Source: an optimization exercise on an open RTL-to-GDS flow (aim: small area and a short achievable clock period). Production flows keep margins and buffers that such runs may drop.
The RTL was checked by simulation tests, not by an equivalence proof against the original design.
No activity file was given, so power comes from the tool's default toggle rates.

==> flow/design.v, too long to show whole: its modules and the start of the top module <==
// module mul_signed_64: 4279 lines
// module add_128: 1421 lines
module mul_signed_64(
    input clk,
    input rst_n,
    input stb,
    input [63:0] din1,
    input [63:0] din2,
    output valid_out,
    output [127:0] dout
);
  // ...
==> flow/flow/run.sh <==
#!/bin/bash
set -euo pipefail
# port buffers: a plain buffer instead of the delay cell buffer_ports picks by default
export BUFFER_PORTS_ARGS="-buffer_cell sky130_fd_sc_hd__buf_2"
here=$(pwd)
orfs=$(grep -o 'WORK_HOME=[^ ]*' standard.sh | head -1 | cut -d= -f2 | tr -d "'")
res=$orfs/results/$FLOW_PLATFORM/mul_signed_64/base
bash standard.sh "$res/1_2_yosys.v" > "$here/synth.log" 2>&1
python3 flow/fa_polarity.py "$res/1_2_yosys.v" "$res/1_2_yosys.pol.v" > "$here/fa_polarity.log" 2>&1
mv "$res/1_2_yosys.pol.v" "$res/1_2_yosys.v"
bash standard.sh > "$here/layout.log" 2>&1
==> flow/flow/fa_polarity.py <==
#!/usr/bin/env python3
"""Remove inverters around full adders in a Yosys netlist.

A full adder is self-dual: FA(~a,~b,~c) = (~sum, ~carry). Yosys's extract_fa
leaves many inverters between full adders where ABC picked the other polarity.
This picks, for every full adder, whether to build it in true or complemented
form so that as few nets as possible need an inverter, then rewrites the netlist.
Registers and ports are untouched.

usage: fa_polarity.py IN.v OUT.v
"""
import re, sys
from collections import defaultdict

src = open(sys.argv[1]).read()
m = re.search(r'\bmodule\b.*?;\n', src, re.S)
mod_end = src.rindex('endmodule')
body = src[m.end():mod_end]

NET = r'(?:\\\S+ |[A-Za-z_][\w$]*(?:\[\d+\])?|\d+\'[bhd][0-9a-fA-FxXzZ]+)'
cell_re = re.compile(r'^\s*(sky130_fd_sc_hd__\w+)\s+(\S+(?: )?)\s*\((.*?)\);\n', re.S | re.M)
pin_re = re.compile(r'\.(\w+)\(\s*(' + NET + r')\s*\)')

# split body into cell statements and everything else
items = []   # ('text', str) or ('cell', type, name, [(pin, net)])
pos = 0
for cm in cell_re.finditer(body):
    if cm.start() > pos:
        items.append(('text', body[pos:cm.start()]))
    pins = pin_re.findall(cm.group(3))
    items.append(('cell', cm.group(1), cm.group(2), pins))
    pos = cm.end()
items.append(('text', body[pos:]))

ports = set()
for pm in re.finditer(r'^\s*(?:input|output)\s+(?:\[(\d+):(\d+)\]\s+)?(\S+);', body, re.M):
    name = pm.group(3)
    if pm.group(1):
        hi, lo = int(pm.group(1)), int(pm.group(2))
        for i in range(min(hi, lo), max(hi, lo) + 1):
            ports.add(f'{name}[{i}]')
    ports.add(name)
# assigns would hide loads: refuse to run on them
if re.search(r'^\s*assign\b', body, re.M):
    print('netlist has assign statements; leaving it unchanged', file=sys.stderr)
    open(sys.argv[2], 'w').write(src)
    sys.exit(0)

OUTPINS = {'X', 'Y', 'Q', 'Q_N', 'SUM', 'COUT', 'HI', 'LO'}
def is_inv(t): return re.match(r'sky130_fd_sc_hd__(inv|clkinv)_\d+$', t) is not None
def is_fa(t): return re.match(r'sky130_fd_sc_hd__(fa|xor2|xnor2)_\d+$', t) is not None
def is_x(t): return re.match(r'sky130_fd_sc_hd__(xor2|xnor2)_\d+$', t) is not None
XSWAP = {'xor2': 'xnor2', 'xnor2': 'xor2'}
def key(n): return n.strip()

inv_of = {}      # inverter output net -> input net
removable = []   # indexes of inverter items
for idx, it in enumerate(items):
    if it[0] == 'cell' and is_inv(it[1]):
        d = dict(it[3])
        y, a = key(d['Y']), key(d['A'])
        if y in ports:
            continue
        inv_of[y] = a
        removable.append(idx)

def lit(n):
    n = key(n); p = 0
    while n in inv_of:
        n = inv_of[n]; p ^= 1
    return n, p

fas = [idx for idx, it in enumerate(items) if it[0] == 'cell' and is_fa(it[1])]
fa_out = {}  # net -> fa index
for idx in fas:
    d = dict(items[idx][3])
    if is_x(items[idx][1]):
        fa_out[key(d.get('Y', d.get('X')))] = idx
    else:
        fa_out[key(d['SUM'])] = idx
        fa_out[key(d['COUT'])] = idx

# loads: list of (base, parity, owner_fa or None)
loads = defaultdict(list)  # base -> list of [parity, owner]
ltype = {}
removable_set = set(removable)
for idx, it in enumerate(items):
    if it[0] != 'cell' or idx in removable_set:
        continue
    for pin, net in it[3]:
        if pin in OUTPINS:
            continue
        b, p = lit(net)
        loads[b].append((p, idx if is_fa(it[1]) and not is_x(it[1]) else None))
        ltype[(b, len(loads[b])-1)] = it[1]
# port outputs driven by removable inverters? ports are loads too
for pnet in ports:
    pass  # outputs driven by inverters were excluded above; outputs driven directly need no change

flip = defaultdict(int)
def need_inv(b):
    # does base net b need an inverter given the flips?
    fb = flip[fa_out[b]] if b in fa_out else 0
    for p, owner in loads[b]:
        fo = flip[owner] if owner is not None else 0
        if p ^ fb ^ fo:
            return 1
    return 0

def nets_of(idx):
    d = dict(items[idx][3])
    s = set()
    if is_x(items[idx][1]):
        s.add(key(d.get('Y', d.get('X'))))
        return s
    for pin in ('A', 'B', 'CIN'):
        s.add(lit(d[pin])[0])
    s.add(key(d['SUM'])); s.add(key(d['COUT']))
    return s

fa_nets = {idx: nets_of(idx) for idx in fas}
before = sum(need_inv(b) for b in list(loads))
improved = True
rounds = 0
while improved and rounds < 50:
    improved = False; rounds += 1
    for idx in fas:
        ns = fa_nets[idx]
        c0 = sum(need_inv(b) for b in ns)
        flip[idx] ^= 1
        c1 = sum(need_inv(b) for b in ns)
        if c1 < c0:
            improved = True
        else:
            flip[idx] ^= 1
# simulated annealing on top of the greedy result
import random, math
rng = random.Random(1)
cur = sum(need_inv(b) for b in list(loads))
best = cur; best_flip = dict(flip)
T = 1.0
nmoves = 400000
for k in range(nmoves):
    T = 1.5 * (1 - k / nmoves) + 0.02
    idx = fas[rng.randrange(len(fas))]
    ns = fa_nets[idx]
    c0 = sum(need_inv(b) for b in ns)
    flip[idx] ^= 1
    c1 = sum(need_inv(b) for b in ns)
    d = c1 - c0
    if d <= 0 or rng.random() < math.exp(-d / T):
        cur += d
        if cur < best:
            best = cur; best_flip = dict(flip)
    else:
        flip[idx] ^= 1
flip.clear(); flip.update(best_flip)
after = sum(need_inv(b) for b in list(loads))
print(f'inverters: {len(removable)} removable, nets needing one {before} -> {after}, '
      f'{sum(flip.values())} of {len(fas)} full adders flipped', file=sys.stderr)

# rewrite
invnet = {}
new_cells = []
def get_net(b, want):
    # net carrying value (base b) ^ want, where base already accounts for flips
    if not want:
        return b
    if b not in invnet:
        n = f'fapol_n{len(invnet)}'
        invnet[b] = n
        new_cells.append(n)
    return invnet[b]

out = []
for idx, it in enumerate(items):
    if it[0] == 'text':
        out.append(it[1]); continue
    if idx in removable_set:
        continue
    t, name, pins = it[1], it[2], it[3]
    fo = flip[idx] if is_fa(t) and not is_x(t) else 0
    if is_x(t) and flip[idx]:
        mm = re.match(r'sky130_fd_sc_hd__(xor2|xnor2)_(\d+)$', t)
        t = f'sky130_fd_sc_hd__{XSWAP[mm.group(1)]}_{mm.group(2)}'
        pins = [({'X': 'Y', 'Y': 'X'}[p] if p in ('X', 'Y') else p, n) for p, n in pins]
    conns = []
    for pin, net in pins:
        if pin in OUTPINS:
            conns.append((pin, net.strip() if not net.startswith('\\') else net))
            continue
        b, p = lit(net)
        fb = flip[fa_out[b]] if b in fa_out else 0
        n = get_net(b, p ^ fb ^ fo)
        conns.append((pin, n))
    def fmt(n):
        return n if not n.startswith('\\') else (n if n.endswith(' ') else n + ' ')
    out.append(f'  {t} {name.strip()}{" " if name.strip().startswith(chr(92)) else ""} (\n' +
               ',\n'.join(f'    .{p}({fmt(n)})' for p, n in conns) + '\n  );\n')
decls = ''.join(f'  wire {n};\n' for n in invnet.values())
cells = ''.join(f'  sky130_fd_sc_hd__inv_1 fapol_i{i} (\n    .A({b if not b.startswith(chr(92)) else b + " "}),\n    .Y({n})\n  );\n'
                for i, (b, n) in enumerate(invnet.items()))
res = src[:m.end()] + decls + ''.join(out) + cells + src[mod_end:]
open(sys.argv[2], 'w').write(res)
print(f'wrote {len(invnet)} inverters', file=sys.stderr)
if len(sys.argv) > 3:
    from collections import Counter
    drv = {}
    for idx, it in enumerate(items):
        if it[0] == 'cell':
            for pin, net in it[3]:
                if pin in OUTPINS: drv[key(net)] = it[1].replace('sky130_fd_sc_hd__', '')
    c = Counter(); cl = Counter()
    for b in invnet:
        c[drv.get(b, 'port')] += 1
        fb = flip[fa_out[b]] if b in fa_out else 0
        for j, (p, owner) in enumerate(loads[b]):
            fo = flip[owner] if owner is not None else 0
            if p ^ fb ^ fo:
                cl[drv.get(b, 'port') + '->' + ltype[(b, j)].replace('sky130_fd_sc_hd__', '')] += 1
    print(c.most_common(10), cl, file=sys.stderr)
==> flow/standard.sh <==
#!/bin/bash
# synth_recipe.tcl (not shown) runs the flow's synth.tcl, then flattens the netlist and writes it again
# the make line also repeats each setting of config.mk as NAME=value (left out here)
make -C /OpenROAD-flow-scripts/flow DESIGN_CONFIG=/design/flow/config.mk WORK_HOME=/design/flow/orfs CLKGATE_MAP_FILE= SYNTH_SCRIPT=/design/flow/synth_recipe.tcl "${@:-finish}"
==> flow/config.mk <==
export PLATFORM = sky130hd
export DESIGN_NAME = mul_signed_64
export DESIGN_NICKNAME = mul_signed_64
export VERILOG_FILES = /design/flow/design.v
export SDC_FILE = /design/flow/constraint.sdc
export NUM_CORES = 4
export LEC_CHECK = 0
export ABC_AREA = 1
export CAP_MARGIN = 20
export CORE_MARGIN = 2
export CORE_UTILIZATION = 40
export CTS_CLUSTER_DIAMETER = 100
export CTS_CLUSTER_SIZE = 20
export SETUP_SLACK_MARGIN = 3.05
export SLEW_MARGIN = 20
==> flow/constraint.sdc <==
create_clock -name core_clock -period 5.5 [get_ports {clk}]
set_input_delay 1.1000 -clock core_clock [delete_from_list [all_inputs] [get_ports {clk}]]
set_output_delay 1.1000 -clock core_clock [all_outputs]
set_load 0.01 [all_outputs]
==> impl_metrics.json, run 1 <==
{
  "status": "complete, no violations",
  "fill_cells": 29500,
  "clockRootBuffer": "clkbuf_16",
  "top_register": "r2",
  "power_switching_w": 0.0461,
  "finalWirelength_um": 654000,
  "power_clock_w": 0.00988,
  "vias": 110000,
  "drive_above_1_share": 0.124,
  "power_frac_comb": 0.610,
  "num_tap_cells": 4160,
  "n_all_buffers": 935,
  "p_clk_frac": 0.104,
  "max_cap_violations": 0,
  "p_total_w": 0.0952,
  "tns_ns": 0,
  "drt-vias-per-instance": 6.64,
  "cts-hold-fix-buffers": 1,
  "ant_nets": 0,
  "synth_cells": 12300,
  "use_met1": 0.435,
  "r2r_start": "r5[265]",
  "cts_resized": 372,
  "reg2reg_to": "rcs[151]",
  "row_count": 206,
  "grt_setup_unrepaired": "true",
  "globalRouteTotalUtil": 0.385,
  "min_to": "mb_n[4]",
  "avgRoutedWirePerCell_um": 39.6,
  "h-tree-depth": 3
}
==> run 2, diff against run 1 <==
--- a/flow/config.mk
+++ b/flow/config.mk
@@ -13,3 +13,3 @@
 export CTS_CLUSTER_SIZE = 20
-export SETUP_SLACK_MARGIN = 3.05
+export SETUP_SLACK_MARGIN = 2.9
 export SLEW_MARGIN = 20
==> run 2 against run 1 <==
Compared with the run above:
- synthesized cell count unchanged
- combinational power down 3%
- final cell count down 0.89%
- flip-flop and latch count unchanged
- sequential share of layout area up 0.56 points
- first-iteration DRC count down 11%
- critical path depth up 1
- global-route usage down 1.3 points
- sequential power about the same
- register-to-register slack worse by 0.097 ns
- via count down 3.2%
- wire length down 5.0%
- critical endpoint is now r2[406]
- largest cell class unchanged
- largest power group unchanged
==> impl_metrics.json, run 2 <==
{
  "status": "complete, no violations",
  "clk_path_buf_depth": 3,
  "hp-class": "input pin to flip-flop",
  "dieArea_sq_um": 322000,
  "die_h_um": 568,
  "cts_tree": "built",
  "wl_met3_um": 112000,
  "criticalPathCategory": "flip-flop to flip-flop",
  "grt_setup_unrepaired": "false",
  "drtPass1Iterations": 12,
  "fin_ws_ns": 2.81,
  "largest_reg_flops": 1024,
  "drive_above_1_share": 0.106,
  "numPortBuffers": 259,
  "drtIter0Drc": 18000,
  "path_common_cell": "fa_1",
  "critPathRequiredTime_ns": 6.26,
  "numCtsBuffers": 118,
  "crit_path_max_incr_delay_ns": 0.65,
  "critPathSlowestCell": "dfxtp_4",
  "vias": 106000,
  "drt-vias-per-instance": 6.48,
  "finalWirelength_um": 622000,
  "row_count": 206,
  "slew_viol_final": 0,
  "core_area_sq_um": 315000,
  "clk-insertion-delay-late_ns": 0.92,
  "min_period_ns": 2.69,
  "worst_pin_slew_ns": 1.13,
  "pin_count": 260,
  "h-tree-depth": 3,
  "mostFrequentLayoutCells": "o22ai_1 (2016), fa_1 (1866), dfxtp_1 (1761), nand2_1 (1292), xor2_1 (1247)",
  "drc": 0,
  "clkTransAtPathRegs_ns": 0.10,
  "path_max_fanout": 24,
  "fmax_mhz": 371,
  "synth_cells": 12300,
  "grt_max_degree": 66,
  "netlist_area_sq_um": 127000,
  "cts.sinks": 1939,
  "tns_ns": 0,
  "place_hpwl_um": 373000,
  "area_delta_synth_final_pct": 10.9,
  "met1_length_um": 206000,
  "overflow": 0,
  "hold_violations": 0,
  "gp_congestion": 1.01,
  "start_util": 0.403,
  "wl_met2_um": 239000,
  "leakage_nw": 57.5,
  "final_common_cell": "o22ai_1",
  "nets": 14300,
  "grt_pass1_vias": 104000,
  "max_cap_violations": 0,
  "clockRootBuffer": "clkbuf_16",
  "globalRouteTotalUtil": 0.373,
  "vdd_drop_max_mv": 0.601,
  "syn_area_per_cell_sq_um": 10.3,
  "ant_nets": 0,
  "setup_viol": 0,
  "power_density_nw_per_um2": 665,
  "fp.dieW_um": 568,
  "largestRegisters": "r2 x1024, r5 x395, rcs x227",
  "path_cells": "buf_6 -> o22ai_1 -> xor2_1 -> fa_1 -> fa_1",
  "avgRoutedWirePerCell_um": 37.9,
  "antenna_found_initial": 86,
  "crit_path_start_kind": "flip-flop",
  "synth_fp_nets": 14500,
  "top_register": "r2",
  "utilization": 0.447,
  "cp.arrival_ns": 3.45,
  "fin_crit_sh": 0.490,
  "grt_first_pass_wirelength_um": 835000,
  "clock_skew_ns": 0.0836,
  "slew-limit-headroom": 0.247,
  "synth_warnings": 1,
  "cp-end-kind": "flip-flop",
  "highest_layer": "met5",
  "pre_cts_slack_ns": 2.13
}
run 2: metal layers:
layer  vias to the layer above  global-route usage
met2                     11200               0.514
met4                       122               0.253
met5                         -              0.0535
li1                      39700                   -
met1                     51500               0.427
met3                      3805               0.217
run 2: per-stage QoR:
step                hold WS, ns  cell area (sq um)  instances  total power, W
finish                    0.309             141000      16400          0.0937
global route              0.301             141000      16300          0.0991
CTS                       0.297             138000      16200          0.0905
detailed placement        0.312             132000      15900          0.0800
global placement          0.311             132000      15900          0.0791
floorplan                 0.310             127000      12300          0.0551
run 2: path summary, 6_finish.rpt:
kind | cells past startpoint | slack, ns | from | to
worst min-delay path | 2 | 0.31 | din2[49] | mb_n[49]
worst min register to register | 0 | 0.33 | r5[7] | rcs[7]
worst max-delay path | 5 | 2.81 | e_two_n[4] | r2[406]
min in group asynchronous | 2 | 0.56 | rst_n | vld[4]
worst max register to register | 5 | 2.81 | e_two_n[4] | r2[406]
max in group asynchronous | 2 | 4.82 | rst_n | vld[0]
run 2: final cells by class:
cell class	count	area (sq um)
Timing Repair Buffer	817	8620
Antenna cell	62	155
Sequential cell	1939	39300
Clock buffer	138	3080
Inverter	883	3390
Tap cell	4160	5200
Multi-Input combinational cell	8362	80600
Clock inverter	34	527
Fill cell	29900	175000
run 2: power breakdown:
part | internal (W) | switching (W) | leakage, nW
Combinational | 0.0222 | 0.0344 | 39.3
Clock | 0.00426 | 0.00558 | 1.74
Sequential | 0.0220 | 0.00529 | 16.4
Total | 0.0485 | 0.0452 | 57.5
run 2: critical path: cells and delay by family (launching register included):
family / cells / cell delay (ns)
compound gates: 1 / 0.22
xor+xnor: 1 / 0.36
fa+ha+maj: 2 / 0.96
buf+inv: 1 / 0.35
flops: 1 / 0.65
run 2: what timing repair did:
action,CTS,global route
endpoints found under the hold margin,5,0
buffers inserted,106,175
pin swaps,1,3
gates resized for setup,201,117
setup endpoints to repair,902,452
hold buffers,1,0
gates cloned,0,2
==> run 3, diff against run 2 <==
--- a/flow/config.mk
+++ b/flow/config.mk
@@ -13,3 +13,3 @@
 export CTS_CLUSTER_SIZE = 20
-export SETUP_SLACK_MARGIN = 2.9
+export SETUP_SLACK_MARGIN = 3.2
 export SLEW_MARGIN = 20
==> run 3 against run 2 <==
Compared with the run above:
- the flow now stops in 5_1_grt
- synthesized cell count stayed put
- area after synthesis stayed put
==> impl_metrics.json, run 3 <==
{
  "gp_congestion": 1.01,
  "netlist_area_sq_um": 127000,
  "numCtsBuffers": 113,
  "lastStage": "5_1_grt",
  "grt_max_degree": 48,
  "clockRootBuffer": "clkbuf_16",
  "numPortBuffers": 259,
  "syn_area_per_cell_sq_um": 10.3,
  "pin_count": 260,
  "h-tree-depth": 3,
  "die_h_um": 568,
  "synth_cells": 12300,
  "error": "[ERROR GRT-0232] Routing congestion too high. Check the congestion heatmap in the GUI.",
  "synth_warnings": 1,
  "row_count": 206,
  "clk_path_buf_depth": 3,
  "synth_fp_nets": 14500,
  "start_util": 0.403,
  "place_hpwl_um": 370000,
  "status": "stopped before the end",
  "fp.dieW_um": 568
}
## run 3: worst min path at each step
stage	startpoint	endpoint	slack (ns)	cells after the start
after CTS	rst_n	vld[4]	0.03	1
after detailed placement	r2[13]	r5[9]	0.31	0
after global placement	r5[383]	rcs[215]	0.31	0
after floorplan	rcs[0]	dout_r[0]	0.31	0
## run 3: through the flow
stage / hold slack, ns / setup slack, ns / instance area, sq um / cells
after floorplan: 0.310 / 3.20 / 127000 / 12300
after global placement: 0.312 / 2.20 / 132000 / 15900
after detailed placement: 0.312 / 2.21 / 132000 / 15900
after CTS: 0.0253 / 3.04 / 146000 / 16500
## run 3: what timing repair did
action                                  4_1_cts
pin swaps                                    60
buffers inserted                            426
hold buffers                                  0
gates resized for setup                     807
gates cloned                                 73
endpoints found under the setup margin     1215
## run 3: power by group through the flow
| stage | Sequential (W) | Combinational [W] | Clock [W] |
|---|---|---|---|
| detailed placement | 0.0278 | 0.0521 | 0 |
| global placement | 0.0278 | 0.0511 | 0 |
| floorplan | 0.0254 | 0.0297 | 0 |
| CTS | 0.0270 | 0.0553 | 0.00927 |

==> what the ideal ports hide <==
The results above use ideal ports. As a check the final layouts listed here were re-extracted and re-timed, cells and wires unchanged.
Step 1 (the two cells are an assumption about what drives the block):
set clk [get_ports {clk}]
set_driving_cell -lib_cell sky130_fd_sc_hd__clkbuf_16 $clk
set_driving_cell -lib_cell sky130_fd_sc_hd__buf_2 [delete_from_list [all_inputs] $clk]
Step 2 times the ports against the registers' clock, not the clock port: input delays grow and output delays shrink by t, the midpoint of the rising clock arrivals with the driver on.
a / b / c = ideal / step 1 / step 2; a / b = the first two.
run | t (ns) | setup slack, ns | hold slack, ns | clock arrival spread, ns | worst data-port slew with drivers (ns)
run 1 | 0.986 | 2.903 / 2.903 / 2.903 | 0.292 / 0.262 / 0.327 | 0.094 / 0.093 | 0.22
run 2 | 0.976 | 2.806 / 2.806 / 2.806 | 0.309 / 0.264 / 0.327 | 0.084 / 0.084 | 0.21
After both steps every run listed still meets setup and hold.
